Source: an optimization exercise on an open RTL-to-GDS flow (aim: small area and a short achievable clock period). Production flows keep margins and buffers that such runs may drop. The RTL was checked by simulation tests, not by an equivalence proof against the original design. Power and IR drop assume default switching activity.

Design RegularFuzzification, start of the top module:
module RegularFuzzification(
  input        clock,
  input        reset,
  input        io_start,
  input  [9:0] io_inputs_0,
  input  [9:0] io_inputs_1,
  output       io_outResultValid,
  output [6:0] io_outResult
);
  function gt7(input [6:0] a, input [6:0] b);
    integer i;
    reg g;
    begin
      g = 1'b0;
      for (i = 0; i < 7; i = i + 1)
        g = (a[i] & ~b[i]) | (~(~a[i] & b[i]) & g);
      gt7 = g;
    end
  endfunction
  wire [9:0] xi = io_inputs_0;
  wire [7:0] yi = io_inputs_1[7:0];
  wire xa = xi > 10'd50,  xb = xi > 10'd150, xc = xi > 10'd200, xd = xi > 10'd300,
       xe = xi > 10'd350, xf = xi > 10'd450, xg = xi > 10'd500, xh = xi > 10'd550,
       xk = xi > 10'd600;
  wire a1 = xa && !xb, a2 = xb && !xc, a3 = xc && !xd, a5 = xe && !xf, a67 = xf && !xh,
       a78 = xg && !xk;
  wire [6:0] x7 = xi[6:0];
  wire [6:0] x1i = ({7{!xa}} & 7'd100)          | ({7{a1}}  & (7'd22 - x7)) |
                   ({7{a3}}  & (7'd44 - x7))     | ({7{a5}}  & (x7 + 7'd34)) |
                   ({7{a67}} & (7'd38 - x7));                    
  wire [6:0] x2i = ({7{a1}}  & (x7 + 7'd78))     | ({7{a3}}  & (x7 + 7'd56)) |
                   ({7{a78}} & (x7 + 7'd12))     | ({7{a2 || xk}} & 7'd100);   
  wire [1:0] ii  = {xe, xc};
  wire hxgi = (xi < 10'd100) || (xc && xi < 10'd250) || (xe && xi < 10'd525);
  wire hxei = (xi == 10'd100) || (xi == 10'd250) || (xd && !xe) || (xi == 10'd525);
  wire ya = yi > 8'd20,  yb = yi > 8'd40,  yc = yi > 8'd60,  yd = yi > 8'd80,
       ye = yi > 8'd100, yf = yi > 8'd120, yg = yi > 8'd140, yh = yi > 8'd160;
  wire [1:0] ji  = {yd, yb} == 2'b11 ? {1'b1, yf} : {1'b0, yb};
  wire s1 = ya && !yb, s2 = yc && !yd, s3 = ye && !yf, s4 = yg && !yh;
  wire [2:0] ty  = yi[4:2] + {s3 || s4, s1 || s3, 1'b1};
  wire [4:0] ti  = {ty, yi[1:0]};
  wire [6:0] t5i = {ti, 2'b00} + {2'b00, ti};
  wire [6:0] y2i = ({7{s1 || s2 || s3 || s4}} & t5i) | ({7{yh}} & 7'd100);
  reg [6:0] X1, X2, Y2;
  reg       i1, i0, j1, j0, hxg, hxe;
  always @(posedge clock) if (io_start) begin
    X1 <= x1i;  X2 <= x2i;  {i1, i0} <= ii;  hxg <= hxgi; hxe <= hxei;
    Y2 <= y2i;  {j1, j0} <= ji;
  end
  wire [6:0] Y1  = 7'd100 - Y2;
  wire       hyg = Y2 < 7'd50;
  wire       hye = Y2 == 7'd50;
  wire g11 = gt7(X1, Y1);
  ...
==> flow/config.mk <==
export PLATFORM = sky130hd
export DESIGN_NAME = RegularFuzzification
export DESIGN_NICKNAME = RegularFuzzification
export VERILOG_FILES = /design/flow/design.v
export SDC_FILE = /design/flow/constraint.sdc
export NUM_CORES = 4
export LEC_CHECK = 0
export ABC_AREA = 1
export CAP_MARGIN = 20
export CORE_MARGIN = 2
export CORE_UTILIZATION = 40
export CTS_BUF_LIST = sky130_fd_sc_hd__clkbuf_4 sky130_fd_sc_hd__clkbuf_8
export CTS_CLUSTER_SIZE = 40
export SETUP_SLACK_MARGIN = 4.2
export SLEW_MARGIN = 20
==> flow/constraint.sdc <==
create_clock -name core_clock -period 8.0 [get_ports {clock}]
set_input_delay 1.6000 -clock core_clock [delete_from_list [all_inputs] [get_ports {clock}]]
set_output_delay 1.6000 -clock core_clock [all_outputs]
set_load 0.01 [all_outputs]
run.sh (not shown) runs the stock make flow with config.mk's settings and CLKGATE_MAP_FILE= SYNTH_SCRIPT=/design/flow/synth_recipe.tcl, a recipe that flattens the netlist after the stock synthesis.
Then changed:
CTS_CLUSTER_SIZE = 30   (was 40)
SETUP_SLACK_MARGIN = 4.0   (was 4.2)
Result: Core utilization goes down by 0.91 points; cell area is lower slightly; worst setup slack is worse by 0.070 ns; clock skew stays flat; power decreases by a few percent; via count goes up slightly; critical path depth came out lower by 8; die area does not change; first-iteration DRC count rises by a few percent; routed wire length came out lower slightly.
Then changed:
SETUP_SLACK_MARGIN = 4.1   (was 4.0)
After rerunning: Routed wire length rose by 0.42%. Count of clock-buffer cells in the layout is unchanged. Global-route usage climbs by 0.62 points. Utilization grows by 0.60 points. Power increases by 4.2%. Worst setup slack improves by 0.026 ns. Via count went down by 0.73%.
Then changed:
PLACE_DENSITY = 0.7   (was not set)
SETUP_SLACK_MARGIN = 4.2   (was 4.1)
Power is lower by 1.6%. Fmax barely changes. Wire length came out lower by 0.73%. Setup slack hardly moves. Clock power is lower by 9.5%. Via count grows by 1.8%. Non-clock buffer count went up by 12. Cell count climbs by 1.1%. Critical path depth falls by 3. Synthesized area stays the same. Clock-buffer cell count is unchanged.

-- static timing again, ports no longer ideal --
In the flow no input, the clock included, has a driving cell. The finished layouts below were timed again as built, in two steps. Step 1, drivers: a clkbuf_16 drives clock and a buf_2 each remaining input, both assumed. Step 2, shift: input delay + t, output delay - t, t = (earliest + latest rising clock arrival at the registers) / 2. This alone moves slack from input paths to output paths. Three values: ideal, step 1, step 2; two values: the first two.
run | t (ns) | setup WS [ns] | worst setup path after step 2 | worst slew at a driven data input, ns | cell pins on the clock port's net
the first run | 0.405 | 4.115 / 4.108 / 3.702 | input to register | 0.13 | 1
the second run | 0.397 | 4.044 / 4.035 / 3.648 | input to register | 0.06 | 1
the third run | 0.415 | 4.070 / 4.079 / 3.663 | input to register | 0.18 | 1
the fourth run | 0.415 | 4.067 / 4.055 / 3.639 | input to register | 0.17 | 1
After both steps every run listed still meets setup and hold. For the fourth run, which loses most, drivers alone change the setup slack by -0.012 ns; drivers and shift together by -0.428 ns.
